This design comes from an exercise in tuning for small area, a short achievable clock period and few clock cycles per item on the open sky130 flow, not from production work. RTL that was checked went through simulation tests only; none was proved equivalent to the original. Power and IR drop assume default switching activity.

==> 06-09: inputs <==
// multiplicacion
module multiplicacion #(
    parameter N = 32
    ) (
    input logic clk, rst,
    input logic valid,
    input logic [N-1:0] A, B,
    output logic [2*N-1:0] Mult,
    output logic done
    );
  logic one0;
  logic two0;
  logic neg0;
  logic one1;
  logic two1;
  logic neg1;
  logic one2;
  logic two2;
  logic neg2;
  logic one3;
  logic two3;
  logic neg3;
  logic one4;
  logic two4;
  logic neg4;
  logic one5;
  logic two5;
  logic neg5;
  logic one6;
  logic two6;
  logic neg6;
  logic one7;
  logic two7;
  logic neg7;
  logic one8;
  logic two8;
  logic neg8;
  logic one9;
  logic two9;
  logic neg9;
  logic one10;
  logic two10;
  logic neg10;
  logic one11;
  logic two11;
  logic neg11;
  logic one12;
  logic two12;
  logic neg12;
  logic one13;
  logic two13;
  logic neg13;
  logic one14;
  logic two14;
  logic neg14;
  logic one15;
  logic two15;
  logic neg15;
  logic s1;
  logic c2;
  logic s3;
  logic c4;
  logic s5;
  logic c6;
  logic s7;
  logic c8;
  logic s9;
  logic c10;
  logic s11;
  logic c12;
  logic s13;
  logic c14;
  logic s15;
  logic c16;
  logic s17;
  logic c18;
  logic s19;
  logic c20;
  logic s21;
  logic c22;
  ...
Settings: LEC_CHECK=0, ABC_AREA=1, CAP_MARGIN=20, CORE_MARGIN=2, CORE_UTILIZATION=55, SETUP_SLACK_MARGIN=1.0, SLEW_MARGIN=20, SYNTH_HIERARCHICAL=1; clock period 5.0 ns.
run.sh (not shown) runs the stock make flow with config.mk's settings and CLKGATE_MAP_FILE= SYNTH_SCRIPT=/design/flow/synth_recipe.tcl, a recipe that flattens the netlist after the stock synthesis.
==> 12-23: changes against 06-09 <==
==> flow/flow/run.sh (new file) <==
#!/bin/bash
set -e
cat standard.sh > standard_sh_copy.txt
export BUFFER_PORTS_ARGS="-buffer_cell sky130_fd_sc_hd__buf_4"
bash standard.sh > standard.log 2>&1
==> flow/standard.sh (new file) <==
#!/bin/bash
# synth_recipe.tcl (not shown) runs the flow's synth.tcl, then flattens the netlist and writes it again
# the make line also repeats each setting of config.mk as NAME=value (left out here)
make -C /OpenROAD-flow-scripts/flow DESIGN_CONFIG=/design/flow/config.mk WORK_HOME=/design/flow/orfs CLKGATE_MAP_FILE= SYNTH_SCRIPT=/design/flow/synth_recipe.tcl "${@:-finish}"
- SETUP_SLACK_MARGIN: 1.0 -> not set
removed: flow/run.sh
==> results.txt <==
Run status: 12-23 no timing/DRC/antenna violations; 06-09 no timing/DRC/antenna violations
Routed met2 length: 12-23 46,800 um; 06-09 53,100 um
Fraction of area in multi-input gates: 12-23 0.730; 06-09 0.692
Critical-path top delay cell: 12-23 sky130_fd_sc_hd__a21oi_2; 06-09 sky130_fd_sc_hd__fa_2
Number of buffers other than clock buffers in the final layout: 12-23 330; 06-09 572
Number of clock buffers in the layout: 12-23 23; 06-09 17
Part of the power in combinational logic: 12-23 0.846; 06-09 0.881
Part of the power in registers: 12-23 0.095; 06-09 0.077
Relative slew margins: 12-23 0.265; 06-09 0.582
Total area of sequential cells: 12-23 2560 um2; 06-09 2560 um2
Final Non-Filler Cells: 12-23 4,279; 06-09 4,524
Count of filler cells inserted in the layout: 12-23 4,593; 06-09 3,646
Diodes inserted: 12-23 1; 06-09 4
Highest clock frequency the design can meet: 12-23 0.206 GHz; 06-09 0.218 GHz
Total power of the final layout: 12-23 0.0243 W; 06-09 0.0288 W
Area of the multi-input gates: 12-23 23,200 um2; 06-09 26,700 um2
P_seq: 12-23 0.00231 W; 06-09 0.00222 W
Post-Place Cell Area: 12-23 31,200 um2; 06-09 33,300 um2
Number of global-route vias before repair: 12-23 26,300; 06-09 27,800
Share of total power in the clock network: 12-23 0.059; 06-09 0.042
Post-CTS setup repair buffer count: 12-23 0; 06-09 66
Worst Hold Launch: 12-23 rst; 06-09 B[1]
Critical path origin: 12-23 B[23]; 06-09 B[19]
No run of this note included a check of the RTL's function; only the layout flow was run.

========
==> inputs of build 92 <==
multiplicacion, a different RTL version from the one above (not shown whole).
clock: 5.0 ns
lec_check: 0
abc_area: 1
cap_margin: 20
core_margin: 2
core_utilization: 55
slew_margin: 20
synth_hierarchical: 1
standard.sh (not shown) runs the stock make flow with config.mk's settings and CLKGATE_MAP_FILE= SYNTH_SCRIPT=/design/flow/synth_recipe.tcl, a recipe that flattens the netlist after the stock synthesis.
==> flow/flow/run.sh <==
#!/bin/bash
set -e
cat standard.sh > standard_sh_copy.txt
export BUFFER_PORTS_ARGS="-buffer_cell sky130_fd_sc_hd__buf_4"
bash standard.sh > standard.log 2>&1
==> inputs of trial 22, as changes to build 92 <==
--- a/flow/design.v
+++ b/flow/design.v
@@ -1472,92 +1472,124 @@
   logic q121;
   logic q122;
   logic q123;
   logic q124;
   logic q125;
   logic q126;
-  logic [32:0] pp0;
   assign one0 = B[0] ^ 1'b0;
   assign two0 = (B[1] & ~B[0] & ~1'b0) | (~B[1] & B[0] & 1'b0);
-  assign neg0 = B[1];
-  assign pp0 = (({1'b0, A} & {33{one0}}) | ({A, 1'b0} & {33{two0}})) ^ {33{neg0}};
-  logic [32:0] pp1;
+  logic [32:0] pp0;
+  logic [33:0] ax0;
+  assign ax0 = {1'b0, A, 1'b0} ^ {34{B[1]}};
+  assign neg0 = B[1] & ~(B[0] & 1'b0);
+  assign pp0 = (ax0[33:1] & {33{one0}}) | (ax0[32:0] & {33{two0}});
   assign one1 = B[2] ^ B[1];
   assign two1 = (B[3] & ~B[2] & ~B[1]) | (~B[3] & B[2] & B[1]);
-  assign neg1 = B[3];
-  assign pp1 = (({1'b0, A} & {33{one1}}) | ({A, 1'b0} & {33{two1}})) ^ {33{neg1}};
-  logic [32:0] pp2;
+  logic [32:0] pp1;
+  logic [33:0] ax1;
+  assign ax1 = {1'b0, A, 1'b0} ^ {34{B[3]}};
+  assign neg1 = B[3] & ~(B[2] & B[1]);
+  assign pp1 = (ax1[33:1] & {33{one1}}) | (ax1[32:0] & {33{two1}});
   assign one2 = B[4] ^ B[3];
   assign two2 = (B[5] & ~B[4] & ~B[3]) | (~B[5] & B[4] & B[3]);
-  assign neg2 = B[5];
-  assign pp2 = (({1'b0, A} & {33{one2}}) | ({A, 1'b0} & {33{two2}})) ^ {33{neg2}};
-  logic [32:0] pp3;
+  logic [32:0] pp2;
+  logic [33:0] ax2;
+  assign ax2 = {1'b0, A, 1'b0} ^ {34{B[5]}};
+  assign neg2 = B[5] & ~(B[4] & B[3]);
+  assign pp2 = (ax2[33:1] & {33{one2}}) | (ax2[32:0] & {33{two2}});
   assign one3 = B[6] ^ B[5];
   assign two3 = (B[7] & ~B[6] & ~B[5]) | (~B[7] & B[6] & B[5]);
-  assign neg3 = B[7];
-  assign pp3 = (({1'b0, A} & {33{one3}}) | ({A, 1'b0} & {33{two3}})) ^ {33{neg3}};
-  logic [32:0] pp4;
+  logic [32:0] pp3;
+  logic [33:0] ax3;
+  assign ax3 = {1'b0, A, 1'b0} ^ {34{B[7]}};
+  assign neg3 = B[7] & ~(B[6] & B[5]);
+  assign pp3 = (ax3[33:1] & {33{one3}}) | (ax3[32:0] & {33{two3}});
   assign one4 = B[8] ^ B[7];
   assign two4 = (B[9] & ~B[8] & ~B[7]) | (~B[9] & B[8] & B[7]);
-  assign neg4 = B[9];
-  assign pp4 = (({1'b0, A} & {33{one4}}) | ({A, 1'b0} & {33{two4}})) ^ {33{neg4}};
-  logic [32:0] pp5;
+  logic [32:0] pp4;
+  logic [33:0] ax4;
+  assign ax4 = {1'b0, A, 1'b0} ^ {34{B[9]}};
+  assign neg4 = B[9] & ~(B[8] & B[7]);
+  assign pp4 = (ax4[33:1] & {33{one4}}) | (ax4[32:0] & {33{two4}});
   assign one5 = B[10] ^ B[9];
   assign two5 = (B[11] & ~B[10] & ~B[9]) | (~B[11] & B[10] & B[9]);
-  assign neg5 = B[11];
-  assign pp5 = (({1'b0, A} & {33{one5}}) | ({A, 1'b0} & {33{two5}})) ^ {33{neg5}};
-  logic [32:0] pp6;
+  logic [32:0] pp5;
+  logic [33:0] ax5;
+  assign ax5 = {1'b0, A, 1'b0} ^ {34{B[11]}};
+  assign neg5 = B[11] & ~(B[10] & B[9]);
+  assign pp5 = (ax5[33:1] & {33{one5}}) | (ax5[32:0] & {33{two5}});
   assign one6 = B[12] ^ B[11];
   assign two6 = (B[13] & ~B[12] & ~B[11]) | (~B[13] & B[12] & B[11]);
-  assign neg6 = B[13];
-  assign pp6 = (({1'b0, A} & {33{one6}}) | ({A, 1'b0} & {33{two6}})) ^ {33{neg6}};
-  logic [32:0] pp7;
+  logic [32:0] pp6;
+  logic [33:0] ax6;
+  assign ax6 = {1'b0, A, 1'b0} ^ {34{B[13]}};
+  assign neg6 = B[13] & ~(B[12] & B[11]);
+  assign pp6 = (ax6[33:1] & {33{one6}}) | (ax6[32:0] & {33{two6}});
   assign one7 = B[14] ^ B[13];
   assign two7 = (B[15] & ~B[14] & ~B[13]) | (~B[15] & B[14] & B[13]);
-  assign neg7 = B[15];
-  assign pp7 = (({1'b0, A} & {33{one7}}) | ({A, 1'b0} & {33{two7}})) ^ {33{neg7}};
-  logic [32:0] pp8;
+  logic [32:0] pp7;
+  logic [33:0] ax7;
+  assign ax7 = {1'b0, A, 1'b0} ^ {34{B[15]}};
+  assign neg7 = B[15] & ~(B[14] & B[13]);
+  assign pp7 = (ax7[33:1] & {33{one7}}) | (ax7[32:0] & {33{two7}});
   assign one8 = B[16] ^ B[15];
   assign two8 = (B[17] & ~B[16] & ~B[15]) | (~B[17] & B[16] & B[15]);
-  assign neg8 = B[17];
-  assign pp8 = (({1'b0, A} & {33{one8}}) | ({A, 1'b0} & {33{two8}})) ^ {33{neg8}};
-  logic [32:0] pp9;
+  logic [32:0] pp8;
+  logic [33:0] ax8;
+  assign ax8 = {1'b0, A, 1'b0} ^ {34{B[17]}};
+  assign neg8 = B[17] & ~(B[16] & B[15]);
+  assign pp8 = (ax8[33:1] & {33{one8}}) | (ax8[32:0] & {33{two8}});
   assign one9 = B[18] ^ B[17];
   assign two9 = (B[19] & ~B[18] & ~B[17]) | (~B[19] & B[18] & B[17]);
-  assign neg9 = B[19];
-  assign pp9 = (({1'b0, A} & {33{one9}}) | ({A, 1'b0} & {33{two9}})) ^ {33{neg9}};
-  logic [32:0] pp10;
+  logic [32:0] pp9;
+  logic [33:0] ax9;
+  assign ax9 = {1'b0, A, 1'b0} ^ {34{B[19]}};
+  assign neg9 = B[19] & ~(B[18] & B[17]);
+  assign pp9 = (ax9[33:1] & {33{one9}}) | (ax9[32:0] & {33{two9}});
   assign one10 = B[20] ^ B[19];
   assign two10 = (B[21] & ~B[20] & ~B[19]) | (~B[21] & B[20] & B[19]);
-  assign neg10 = B[21];
-  assign pp10 = (({1'b0, A} & {33{one10}}) | ({A, 1'b0} & {33{two10}})) ^ {33{neg10}};
-  logic [32:0] pp11;
+  logic [32:0] pp10;
+  logic [33:0] ax10;
+  assign ax10 = {1'b0, A, 1'b0} ^ {34{B[21]}};
+  assign neg10 = B[21] & ~(B[20] & B[19]);
+  assign pp10 = (ax10[33:1] & {33{one10}}) | (ax10[32:0] & {33{two10}});
   assign one11 = B[22] ^ B[21];
   assign two11 = (B[23] & ~B[22] & ~B[21]) | (~B[23] & B[22] & B[21]);
-  assign neg11 = B[23];
-  assign pp11 = (({1'b0, A} & {33{one11}}) | ({A, 1'b0} & {33{two11}})) ^ {33{neg11}};
-  logic [32:0] pp12;
+  logic [32:0] pp11;
+  logic [33:0] ax11;
+  assign ax11 = {1'b0, A, 1'b0} ^ {34{B[23]}};
+  assign neg11 = B[23] & ~(B[22] & B[21]);
+  assign pp11 = (ax11[33:1] & {33{one11}}) | (ax11[32:0] & {33{two11}});
   assign one12 = B[24] ^ B[23];
   assign two12 = (B[25] & ~B[24] & ~B[23]) | (~B[25] & B[24] & B[23]);
-  assign neg12 = B[25];
-  assign pp12 = (({1'b0, A} & {33{one12}}) | ({A, 1'b0} & {33{two12}})) ^ {33{neg12}};
-  logic [32:0] pp13;
+  logic [32:0] pp12;
+  logic [33:0] ax12;
+  assign ax12 = {1'b0, A, 1'b0} ^ {34{B[25]}};
+  assign neg12 = B[25] & ~(B[24] & B[23]);
+  assign pp12 = (ax12[33:1] & {33{one12}}) | (ax12[32:0] & {33{two12}});
   assign one13 = B[26] ^ B[25];
   assign two13 = (B[27] & ~B[26] & ~B[25]) | (~B[27] & B[26] & B[25]);
-  assign neg13 = B[27];
-  assign pp13 = (({1'b0, A} & {33{one13}}) | ({A, 1'b0} & {33{two13}})) ^ {33{neg13}};
-  logic [32:0] pp14;
+  logic [32:0] pp13;
+  logic [33:0] ax13;
+  assign ax13 = {1'b0, A, 1'b0} ^ {34{B[27]}};
+  assign neg13 = B[27] & ~(B[26] & B[25]);
+  assign pp13 = (ax13[33:1] & {33{one13}}) | (ax13[32:0] & {33{two13}});
   assign one14 = B[28] ^ B[27];
   assign two14 = (B[29] & ~B[28] & ~B[27]) | (~B[29] & B[28] & B[27]);
-  assign neg14 = B[29];
-  assign pp14 = (({1'b0, A} & {33{one14}}) | ({A, 1'b0} & {33{two14}})) ^ {33{neg14}};
-  logic [32:0] pp15;
+  logic [32:0] pp14;
+  logic [33:0] ax14;
+  assign ax14 = {1'b0, A, 1'b0} ^ {34{B[29]}};
+  assign neg14 = B[29] & ~(B[28] & B[27]);
+  assign pp14 = (ax14[33:1] & {33{one14}}) | (ax14[32:0] & {33{two14}});
   assign one15 = B[30] ^ B[29];
   assign two15 = (B[31] & ~B[30] & ~B[29]) | (~B[31] & B[30] & B[29]);
-  assign neg15 = B[31];
-  assign pp15 = (({1'b0, A} & {33{one15}}) | ({A, 1'b0} & {33{two15}})) ^ {33{neg15}};
+  logic [32:0] pp15;
+  logic [33:0] ax15;
+  assign ax15 = {1'b0, A, 1'b0} ^ {34{B[31]}};
+  assign neg15 = B[31] & ~(B[30] & B[29]);
+  assign pp15 = (ax15[33:1] & {33{one15}}) | (ax15[32:0] & {33{two15}});
   logic [31:0] pp16;
   assign pp16 = A & {32{B[31]}};
   ha_cell u_s1 (.a(neg12), .b(pp0[24]), .s(s1), .co(c2));
   ha_cell u_s3 (.a(pp0[25]), .b(pp1[23]), .s(s3), .co(c4));
   fa_cell u_s5 (.a(neg13), .b(pp0[26]), .c(pp1[24]), .s(s5), .co(c6));
   ha_cell u_s7 (.a(pp2[22]), .b(pp3[20]), .s(s7), .co(c8));
@@ -2533,14 +2565,10 @@
   end
 endmodule
 module fa_cell (input logic a, b, c, output logic s, co);
   assign s = a ^ b ^ c;
   assign co = (a & b) | (a & c) | (b & c);
 endmodule
-module booth_enc (input logic lo, mid, hi, output logic one, two);
-  assign one = mid ^ lo;
-  assign two = (hi & ~mid & ~lo) | (~hi & mid & lo);
-endmodule
 module ha_cell (input logic a, b, output logic s, co);
   assign s = a ^ b;
   assign co = a & b;
 endmodule
CAP_MARGIN = 0   (was 20)
SLEW_MARGIN = 0   (was 20)
==> qor summary <==
Post-Synth Simple-Gate Area: trial 22 0.0332; build 92 0.0417
Wire length per cell: trial 22 26.3 µm; build 92 25.3 µm
Overall routing resource usage: trial 22 0.372; build 92 0.361
Run status: trial 22 complete, no violations; build 92 complete, no violations
Portion of the clock cycle consumed by the worst path in the final layout: trial 22 0.895; build 92 0.931
Logic inverters: trial 22 184; build 92 201
Area added between synthesis and finish: trial 22 11.7%; build 92 13.1%
WP buf/inv: trial 22 4; build 92 2
Estimated wirelength of the detail-placed design: trial 22 69,900 µm; build 92 65,100 µm
Post-DR vias/cell: trial 22 6.28; build 92 6.24
Filler cell count in the final layout: trial 22 3,885; build 92 3,870
Routing usage on met3: trial 22 0.0706; build 92 0.0853
Final cell count without fillers: trial 22 3,215; build 92 3,294
Count of clock buffers in the final design: trial 22 18; build 92 19
Testbench counts of trial 22, summed over its fixed seeds: cycles 2,408, items 2,400.
Only the layout flow was run in build 92; the RTL was not checked for function there.

separate check: timing with driven ports:
In the flow no input, the clock included, has a driving cell. The finished layouts below were timed again as built, in two steps.
Step 1 sets driving cells, clkbuf_16 on the clock port and buf_2 on the other inputs (assumed; they add their load-dependent delay and slew).
Step 2, shift: input delay + t, output delay - t, t = (earliest + latest rising clock arrival at the registers) / 2. This alone moves slack from input paths to output paths.
a / b / c = no drivers / after step 1 / after step 2; a / b = the first two.
run | t, ns | setup WS [ns] | worst hold slack (ns)
06-09 | 0.484 | 0.405 / 0.401 / -0.083 | 0.739 / 0.741 / 1.225
12-23 | 0.522 | 0.145 / 0.182 / -0.341 | 0.685 / 0.661 / 1.184
build 92 | 0.553 | 0.345 / 0.342 / -0.211 | 0.663 / 0.628 / 1.181
trial 22 | 0.538 | 0.525 / 0.548 / 0.010 | 0.672 / 0.639 / 1.176
Met with ideal ports but missed after step 2: setup timing in 06-09, 12-23 and build 92. For build 92, which loses most, drivers alone change the setup slack by -0.003 ns; drivers and shift together by -0.556 ns.
